What follows belongs to an exercise in optimizing a design on an open flow for small area; a production flow would make more cautious choices. RTL that was checked went through simulation tests only; none was proved equivalent to the original. The clock port is modelled as an ideal driver; clocking choices that lean on that would not hold on a real chip. No activity file was given, so power comes from the tool's default toggle rates.

==> inputs of onyx <==
==> flow/design.v (excerpt) <==
module uart #(
    parameter BAUD_RATE   = 9600,
    parameter CLOCK_FREQ  = 50000000,
    parameter DATA_BITS   = 8
)
(   input  logic        clock,
    input  logic        reset,
    input  logic [DATA_BITS-1:0]  tx_data,
    input  logic        tx_send,
    output logic        tx_busy,
    output logic [DATA_BITS-1:0]  rx_data,
    output logic        rx_valid,
    input  logic        rx,      
    output logic        tx       
);
==> module uart_rx, before the edit <==
module uart_rx #(
    parameter BAUD_RATE = 9600,
    parameter CLOCK_FREQ = 50000000,
    parameter DATA_BITS = 8
)
(
    input  logic clock, reset,
    input  logic rx,
    output logic [DATA_BITS-1:0] rx_data,
    output logic rx_valid
);
localparam int BIT_CYCLES = CLOCK_FREQ / BAUD_RATE;  
localparam int HALF_BIT_CYCLES = BIT_CYCLES / 2;  
int clock_count;
int bit_count;
logic HALF_BIT, FULL_BIT;
assign FULL_BIT = (clock_count == BIT_CYCLES);
assign HALF_BIT = (clock_count == HALF_BIT_CYCLES);
logic RX_COMPLETE;
assign RX_COMPLETE = (bit_count == DATA_BITS-1);
typedef enum logic [1:0] {
    IDLE,
    START,
    DATA,
    STOP
} state_t;
state_t state;
always_ff @(posedge clock, posedge reset) begin
    rx_valid <= 0;  
    if (reset) begin
        state <= IDLE;
    end
    else begin
        case (state) 
            IDLE: begin
                clock_count <= 0;
                bit_count <= 0;
                if (rx == 1'b0) begin
                    state <= START;
                end
                else begin
                    state <= IDLE;
                end
            end
            START: begin
                if (HALF_BIT) begin
                    if (rx == 1'b0) begin
                        clock_count <= 0;
                        bit_count <= 0;
                        state <= DATA;
                    end
                    else begin
                        state <= IDLE;  
                    end
                end
                else begin
                    clock_count <= clock_count + 1;
                    state <= START;
                end
            end
            DATA: begin
                if (FULL_BIT) begin
                    clock_count <= 0;
                    rx_data[bit_count] <= rx;
                    if (RX_COMPLETE) begin
                        state <= STOP;
                    end
                    else begin
                        bit_count <= bit_count + 1;
                        state <= DATA;
                    end
                end
                else begin
                    clock_count <= clock_count + 1;
                    state <= DATA;
                end
            end
            STOP: begin
                if (FULL_BIT) begin
                    if (rx == 1'b1) begin
                        rx_valid <= 1;
                    end
                    state <= IDLE;
                end
                else begin
                    clock_count <= clock_count + 1;
                    state <= STOP;
                end
            end
        endcase
    end
end
endmodule
==> module uart_tx, before the edit <==
module uart_tx #(
    parameter int BAUD_RATE = 9600,
    parameter int CLOCK_FREQ = 50000000,
    parameter int DATA_BITS = 8
)
(
    input  logic clock, reset,
    input  logic [DATA_BITS-1:0] tx_data,
    input  logic tx_send,
    output logic tx_busy,
    output logic tx
);
    localparam int BIT_CYCLES = CLOCK_FREQ / BAUD_RATE;
    int clock_count, bit_count;
    logic FULL_BIT;
    assign FULL_BIT = (clock_count == BIT_CYCLES);
    logic TX_COMPLETE;
    assign TX_COMPLETE = (bit_count == DATA_BITS-1);
    logic [DATA_BITS-1:0] tx_shift_reg;
    assign tx_busy = (state != IDLE);
    typedef enum logic [1:0] {
        IDLE,
        START,
        DATA,
        STOP
    } state_t;
    state_t state;
    always_ff @(posedge clock, posedge reset) begin
        if (reset) begin
            clock_count <= 0;
            bit_count <= 0;
            tx_shift_reg <= '0;
            tx <= 1;
            state <= IDLE;
        end
        else begin
            case (state)
                IDLE: begin
                    clock_count <= 0;
                    bit_count <= 0;
                    tx <= 1;
                    if (tx_send) begin
                        tx_shift_reg <= tx_data;
                        state <= START;
                    end
                    else
                        state <= IDLE;
                end
                START: begin
                    tx <= 0;
                    if (FULL_BIT) begin
                        clock_count <= 0;
                        state <= DATA;
                    end
                    else begin
                        clock_count <= clock_count + 1;
                        state <= START;
                    end
                end
                DATA: begin
                    tx <= tx_shift_reg[0];
                    if (FULL_BIT) begin
                        tx_shift_reg <= {1'b0, tx_shift_reg[DATA_BITS-1:1]};
                        clock_count <= 0;
                        if (TX_COMPLETE) begin
                            state <= STOP;
                        end
                        else begin
                            bit_count <= bit_count + 1;
                            state <= DATA;
                        end
                    end
                    else begin
                        clock_count <= clock_count + 1;
                        state <= DATA;
                    end
                end
                STOP: begin
                    tx <= 1;
                    if (FULL_BIT) begin
                        state <= IDLE;
                    end
                    else begin
                        clock_count <= clock_count + 1;
                        state <= STOP;
                    end
                end
                default: state <= IDLE;
            endcase
        end
    end
endmodule
==> module uart, before the edit <==
module uart #(
    parameter BAUD_RATE   = 9600,
    parameter CLOCK_FREQ  = 50000000,
    parameter DATA_BITS   = 8
)
(   input  logic        clock,
    input  logic        reset,
    input  logic [DATA_BITS-1:0]  tx_data,
    input  logic        tx_send,
    output logic        tx_busy,
    output logic [DATA_BITS-1:0]  rx_data,
    output logic        rx_valid,
    input  logic        rx,      
    output logic        tx       
);
  uart_rx #(
    .BAUD_RATE   (BAUD_RATE),
    .CLOCK_FREQ  (CLOCK_FREQ),
    .DATA_BITS   (DATA_BITS)
  )
  rx_inst (.*);
  uart_tx #(
    .BAUD_RATE   (BAUD_RATE),
    .CLOCK_FREQ  (CLOCK_FREQ),
    .DATA_BITS   (DATA_BITS)
  ) 
  tx_inst (.*);
endmodule
Settings: LEC_CHECK=0, CAP_MARGIN=20, CORE_MARGIN=2, CORE_UTILIZATION=40, SLEW_MARGIN=20; clock period 20.0 ns.
run.sh (not shown) runs the stock make flow with config.mk's settings and CLKGATE_MAP_FILE= SYNTH_SCRIPT=/design/flow/synth_recipe.tcl, a recipe that flattens the netlist after the stock synthesis.
==> inputs of delta, as changes to onyx <==
==> flow/design.v (replaced) <==
module uart_rx (
    input  logic       clock, reset,
    input  logic       rx,
    output logic [7:0] rx_data,
    output logic       rx_valid
);
    localparam logic [12:0] T_MASK = 13'b0111011100111;
    localparam logic [12:0] T_END  = 13'b0000100011001;
    localparam logic [12:0] T_HALF = 13'b0101000000110;
    localparam logic [12:0] T_FULL = 13'b0100010000010;
    logic [12:0] t;
    logic [8:0]  r;
    logic        busy, start;
    wire tick = ((t & T_MASK) == (T_END & T_MASK));
    always_ff @(posedge clock)
        if (!busy)     t <= T_HALF;
        else if (tick) t <= T_FULL;
        else           t <= {t[11:0], t[11] ^ t[12]};
    always_ff @(posedge clock)
        start <= !busy || (start && !tick);
    always_ff @(posedge clock)
        if (!busy)               r <= 9'b1_0000_0000;
        else if (tick && !start) r <= {rx, r[8:1]};
    always_ff @(posedge clock, posedge reset)
        if (reset) busy <= 1'b0;
        else       busy <= busy ? !(tick && (start ? rx : r[0])) : !rx;
    always_ff @(posedge clock, posedge reset)
        if (reset) rx_valid <= 1'b0;
        else       rx_valid <= busy && tick && r[0] && rx;
    assign rx_data = r[7:0];
endmodule
module uart_tx (
    input  logic       clock, reset,
    input  logic [7:0] tx_data,
    input  logic       tx_send,
    output logic       tx_busy,
    output logic       tx
);
    localparam logic [12:0] T_MASK = 13'b0111011100111;
    localparam logic [12:0] T_END  = 13'b0000100011001;
    localparam logic [12:0] T_LOAD = 13'b0100010000010;
    logic [12:0] t;
    logic [9:0]  c;
    logic        busy;
    wire tick = ((t & T_MASK) == (T_END & T_MASK));
    wire done = tick & ~|c[9:1];
    always_ff @(posedge clock)
        if (!busy || tick) t <= T_LOAD;
        else               t <= {t[11:0], t[11] ^ t[12]};
    always_ff @(posedge clock)
        if (!busy)     c <= {1'b1, tx_data, 1'b0};
        else if (tick) c <= {1'b0, c[9:1]};
    always_ff @(posedge clock, posedge reset)
        if (reset) busy <= 1'b0;
        else       busy <= busy ? !done : tx_send;
    always_ff @(posedge clock, posedge reset)
        if (reset) tx <= 1'b1;
        else       tx <= !busy || c[0];
    assign tx_busy = busy;
endmodule
module uart #(
    parameter BAUD_RATE   = 9600,
    parameter CLOCK_FREQ  = 50000000,
    parameter DATA_BITS   = 8
)
(   input  logic        clock,
    input  logic        reset,
    input  logic [DATA_BITS-1:0]  tx_data,
    input  logic        tx_send,
    output logic        tx_busy,
    output logic [DATA_BITS-1:0]  rx_data,
    output logic        rx_valid,
    input  logic        rx,      
    output logic        tx       
);
  uart_rx rx_inst (.*);
  uart_tx tx_inst (.*);
endmodule
==> flow_summary.json <==
{
  "p_seq_frac": 0.566,
  "p_comb_frac": 0.179,
  "whs_endpoint": "rx_inst.t[9]",
  "htreeDepth": 2,
  "status": "no timing/DRC/antenna violations",
  "max_freq_ghz": 0.168,
  "buf_share": 0.103,
  "drive_gt1_frac": 0.0761,
  "fin_area_um2": 2140
}
The numbers above come from delta.

==> flow_summary.json <==
{
  "buf_share": 0.0291,
  "p_comb_frac": 0.023,
  "fin_area_um2": 10500,
  "status": "no timing/DRC/antenna violations",
  "drive_gt1_frac": 0.0715,
  "whs_endpoint": "tx_inst.tx_shift_reg[6]",
  "p_seq_frac": 0.497
}
The numbers above come from onyx.


---

==> inputs of 05-01 <==
Another version of the RTL of uart (not shown whole).
==> module uart_rx, before the edit <==
module uart_rx (
    input  logic       clock, reset,
    input  logic       rx,
    output logic [7:0] rx_data,
    output logic       rx_valid
);
    localparam logic [12:0] T_MASK = 13'b1110111111001;
    localparam logic [12:0] T_END  = 13'b1100111100111;
    localparam logic [12:0] T_HALF = 13'b0001000010000;
    localparam logic [12:0] T_FULL = 13'b0000010001000;
    logic [12:0] t;
    logic [8:0]  r;
    logic        busy, start;
    wire tick = ((t & T_MASK) == (T_END & T_MASK));
    always_ff @(posedge clock)
        if (!busy)     t <= T_HALF;
        else if (tick) t <= T_FULL;
        else           t <= {~t[11:0], t[2] ^ t[12]};
    always_ff @(posedge clock)
        start <= !busy || (start && !tick);
    always_ff @(posedge clock)
        if (!busy)               r <= 9'b1_0000_0000;
        else if (tick && !start) r <= {rx, r[8:1]};
    always_ff @(posedge clock, posedge reset)
        if (reset) busy <= 1'b0;
        else       busy <= busy ? !(tick && (start ? rx : r[0])) : !rx;
    always_ff @(posedge clock, posedge reset)
        if (reset) rx_valid <= 1'b0;
        else       rx_valid <= busy && tick && r[0] && rx;
    assign rx_data = r[7:0];
endmodule
==> flow/config.mk <==
export PLATFORM = sky130hd
export DESIGN_NAME = uart
export DESIGN_NICKNAME = uart
export VERILOG_FILES = /design/flow/design.v
export SDC_FILE = /design/flow/constraint.sdc
export NUM_CORES = 4
export LEC_CHECK = 0
export CAP_MARGIN = 20
export CORE_MARGIN = 2
export CORE_UTILIZATION = 40
export SLEW_MARGIN = 20
==> flow/constraint.sdc <==
create_clock -name core_clock -period 20.0 [get_ports {clock}]
set_input_delay 4.0000 -clock core_clock [delete_from_list [all_inputs] [get_ports {clock}]]
set_output_delay 4.0000 -clock core_clock [all_outputs]
set_load 0.01 [all_outputs]
standard.sh (not shown) runs the stock make flow with config.mk's settings and CLKGATE_MAP_FILE= SYNTH_SCRIPT=/design/flow/synth_recipe.tcl, a recipe that flattens the netlist after the stock synthesis.
==> flow/flow/run.sh <==
#!/bin/bash
# Own layout flow: the standard ORFS flow (standard.sh, unchanged synthesis,
# floorplan, power grid and tap cells), with three changes to how the layout
# is made:
#  - port buffers are the smallest buffer (buf_1) instead of the default pick;
#  - clock tree: small clock buffers and no dummy loads;
#  - power recovery downsizes gates that have slack to spare.
set -euo pipefail
cd "$(dirname "$0")/.."
export BUFFER_PORTS_ARGS="-buffer_cell sky130_fd_sc_hd__buf_1"
export CTS_ARGS="-sink_clustering_enable -repair_clock_nets -dont_use_dummy_load -buf_list sky130_fd_sc_hd__clkbuf_4 -root_buf sky130_fd_sc_hd__clkbuf_8"
bash standard.sh finish > standard_flow.log 2>&1
==> 10-04 (differences from 05-01) <==
--- a/flow/flow/run.sh
+++ b/flow/flow/run.sh
@@ -9,4 +9,5 @@
 cd "$(dirname "$0")/.."
 export BUFFER_PORTS_ARGS="-buffer_cell sky130_fd_sc_hd__buf_1"
 export CTS_ARGS="-sink_clustering_enable -repair_clock_nets -dont_use_dummy_load -buf_list sky130_fd_sc_hd__clkbuf_4 -root_buf sky130_fd_sc_hd__clkbuf_8"
+export RECOVER_POWER=100
 bash standard.sh finish > standard_flow.log 2>&1
==> 07-03 (differences from 05-01) <==
==> flow/design.v, changed modules only <==
module uart_rx (
    input  logic       clock, reset,
    input  logic       rx,
    output logic [7:0] rx_data,
    output logic       rx_valid
);
    localparam logic [12:0] T_MASK = 13'b1110111111001;
    localparam logic [12:0] T_END  = 13'b1100111100111;
    localparam logic [12:0] T_HALF = 13'b0001000010000;
    localparam logic [12:0] T_FULL = 13'b0000010001000;
    logic [12:0] t;
    logic [8:0]  r;
    logic        busy, start;
    wire tick = ((t & T_MASK) == (T_END & T_MASK));
    always_ff @(posedge clock)
        if (!busy)     t <= T_HALF;
        else if (tick) t <= T_FULL;
        else           t <= {~t[11:0], t[2] ^ t[12]};
    always_ff @(posedge clock, posedge reset)
        if (reset) start <= 1'b1;
        else       start <= !busy || (start && !(tick && !rx));
    always_ff @(posedge clock)
        if (!busy)               r <= 9'b1_0000_0000;
        else if (tick && !start) r <= {rx, r[8:1]};
    always_ff @(posedge clock, posedge reset)
        if (reset) busy <= 1'b0;
        else       busy <= busy ? !(tick && (start ? rx : r[0])) : !rx;
    assign rx_valid = !busy && !start && r[8];
    assign rx_data = r[7:0];
endmodule
==> flow/flow/run.sh (replaced) <==
#!/bin/bash
# Own layout flow: the standard ORFS flow (standard.sh: unchanged
# synthesis, floorplan, power grid and tap cells), with these changes to how
# the layout is made:
#  - port buffers are the smallest buffer (buf_1) instead of the default pick;
#  - clock tree: clkbuf_8 from CTS, no dummy loads, then shrunk further
#    where the clock pin slew allows (flow/post_cts.tcl);
#  - gates with slack to spare are downsized after CTS (flow/post_cts.tcl).
# standard.sh's full output goes to standard_flow.log here; each ORFS step
# also keeps its own log under orfs/logs/.
set -euo pipefail
cd "$(dirname "$0")/.."
export BUFFER_PORTS_ARGS="-buffer_cell sky130_fd_sc_hd__buf_1"
export CTS_ARGS="-sink_clustering_enable -repair_clock_nets -dont_use_dummy_load -buf_list sky130_fd_sc_hd__clkbuf_8 -root_buf sky130_fd_sc_hd__clkbuf_8"
export POST_CTS_TCL="$PWD/flow/post_cts.tcl"
bash standard.sh finish > standard_flow.log 2>&1
==> flow/flow/post_cts.tcl (new file) <==
# Runs at the end of ORFS's CTS step (POST_CTS_TCL).
# 1. Shrink the clock tree that CTS built: the root buffer only drives the
#    leaf buffers, so it becomes clkbuf_1; each leaf buffer becomes clkbuf_4
#    unless that leaves a clock pin slew above the limit below, in which case
#    it stays as CTS made it.
# 2. Downsize gates with slack to spare (repair_timing -recover_power), then
#    repair slew and capacitance again.
set db [ord::get_db]
set block [ord::get_db_block]
set slew_limit 0.105

proc leaf_worst_slew { inst } {
  set w 0
  foreach it [[[$inst findITerm X] getNet] getITerms] {
    if {[$it isInputSignal]} {
      set p [get_pins [[$it getInst] getName]/[[$it getMTerm] getName]]
      set s [get_property $p slew_max]
      if {$s > $w} { set w $s }
    }
  }
  return $w
}

set_propagated_clock [all_clocks]
set root ""
set leaves {}
foreach it [[$block findNet clock] getITerms] {
  if {[$it isInputSignal]} { set root [$it getInst] }
}
foreach it [[[$root findITerm X] getNet] getITerms] {
  if {[$it isInputSignal] && [string match *clkbuf* [[[$it getInst] getMaster] getName]]} {
    lappend leaves [$it getInst]
  }
}
if {[llength $leaves] > 0} {
  $root swapMaster [$db findMaster sky130_fd_sc_hd__clkbuf_1]
  estimate_parasitics -placement
  if {[leaf_worst_slew [lindex $leaves 0]] > $slew_limit} {
    $root swapMaster [$db findMaster sky130_fd_sc_hd__clkbuf_2]
  }
  foreach leaf $leaves {
    set old [$leaf getMaster]
    $leaf swapMaster [$db findMaster sky130_fd_sc_hd__clkbuf_4]
    estimate_parasitics -placement
    if {[leaf_worst_slew $leaf] > $slew_limit} { $leaf swapMaster $old }
  }
}
estimate_parasitics -placement
foreach leaf $leaves { puts "clock leaf [$leaf getName] [[$leaf getMaster] getName] slew [leaf_worst_slew $leaf]" }
puts "clock root [$root getName] [[$root getMaster] getName]"

repair_timing -recover_power 100 -verbose
estimate_parasitics -placement
repair_design -verbose -slew_margin 20 -cap_margin 20 -match_cell_footprint
detailed_placement
check_placement -verbose
estimate_parasitics -placement
report_check_types -max_slew -max_capacitance -violators
==> comparison table <==
                                                                             07-03                      05-01                                            10-04
Cell depth of the worst setup path                                               2                          1                                                1
Overall Global Routing Usage                                                 12.1%                      12.6%                                            12.6%
Routed wirelength normalized by instance count                             12.6 um                    12.5 um                                          12.6 um
Largest fanout on the critical path                                             23                         15                                               15
Hold Startpoint                                                       rx_inst.t[9]               rx_inst.t[8]                                     rx_inst.t[8]
Post-CTS Hold Fix Bufs                                                           -                          0                                                0
Buffer cell driving the clock tree root                                          -  sky130_fd_sc_hd__clkbuf_8                        sky130_fd_sc_hd__clkbuf_8
Cell leakage power                                                        0.669 nW                   0.706 nW                                         0.695 nW
Destination of the worst register-to-register timing path             tx_inst.c[7]               rx_inst.r[7]                                     rx_inst.r[7]
Inverter count                                                                   3                          5                                                5
Deepest level of the CTS H-tree                                                  -                          2                                                2
Number of fill cells                                                           400                        415                                              416
Post-Synthesis Cells                                                           145                        146                                              146
Wire length on met3                                                         128 um                     100 um                                           102 um
Area of the die                                                           4960 um2                   4920 um2                                         4920 um2
Detailed Routing Iterations Pass 1                                               3                          4                                                4
Run status                                                 complete, no violations    complete, no violations                       complete, but fails checks
Violated checks                                                                  -                          -  max-capacitance violations, max-slew violations
Data arrival, critical path                                                1640 ps                    1140 ps                                          1140 ps
Cell area after placement                                                 1830 um2                   1810 um2                                         1810 um2
Synthesized Nets                                                               157                        158                                              158
Setup crit start                                                      rx_inst.busy               tx_inst.busy                                     tx_inst.busy
Function not checked in 05-01 and 10-04: the RTL went through the layout flow alone.

==> re-timing with driven ports <==
How much do the figures lean on ideal ports? The routed layouts below were timed once more, with nothing changed but the port constraints.
Step 1, drivers: a clkbuf_16 drives clock and a buf_2 each remaining input, both assumed.
Step 2 moves the port delays by t, midway between the first and last clock arrival at a register: inputs arrive t later, outputs are due t later. That takes back most of the time a late clock gives input paths.
a / b / c = ideal / step 1 / step 2; a / b = the first two.
| run | shift t [ns] | slack for setup (ns) | worst hold slack (ns) | worst setup path at the end | pins driven straight from the clock port |
|---|---|---|---|---|---|
| onyx | 0.472 | 14.086 / 14.038 / 14.021 | 0.488 / 0.488 / 0.488 | input to register | 1 |
| delta | 0.325 | 14.040 / 14.014 / 14.339 | 0.437 / 0.437 / 0.437 | register to output | 1 |
| 05-01 | 0.319 | 14.863 / 14.837 / 15.156 | 0.372 / 0.372 / 0.372 | register to output | 1 |
| 10-04 | 0.319 | 14.862 / 14.836 / 15.155 | 0.371 / 0.371 / 0.371 | register to output | 1 |
| 07-03 | 0.529 | 14.356 / 14.333 / 14.862 | 0.385 / 0.385 / 0.385 | register to output | 1 |
The setup slack of onyx, which loses most, moves by -0.048 ns with the drivers and by -0.065 ns with both steps.
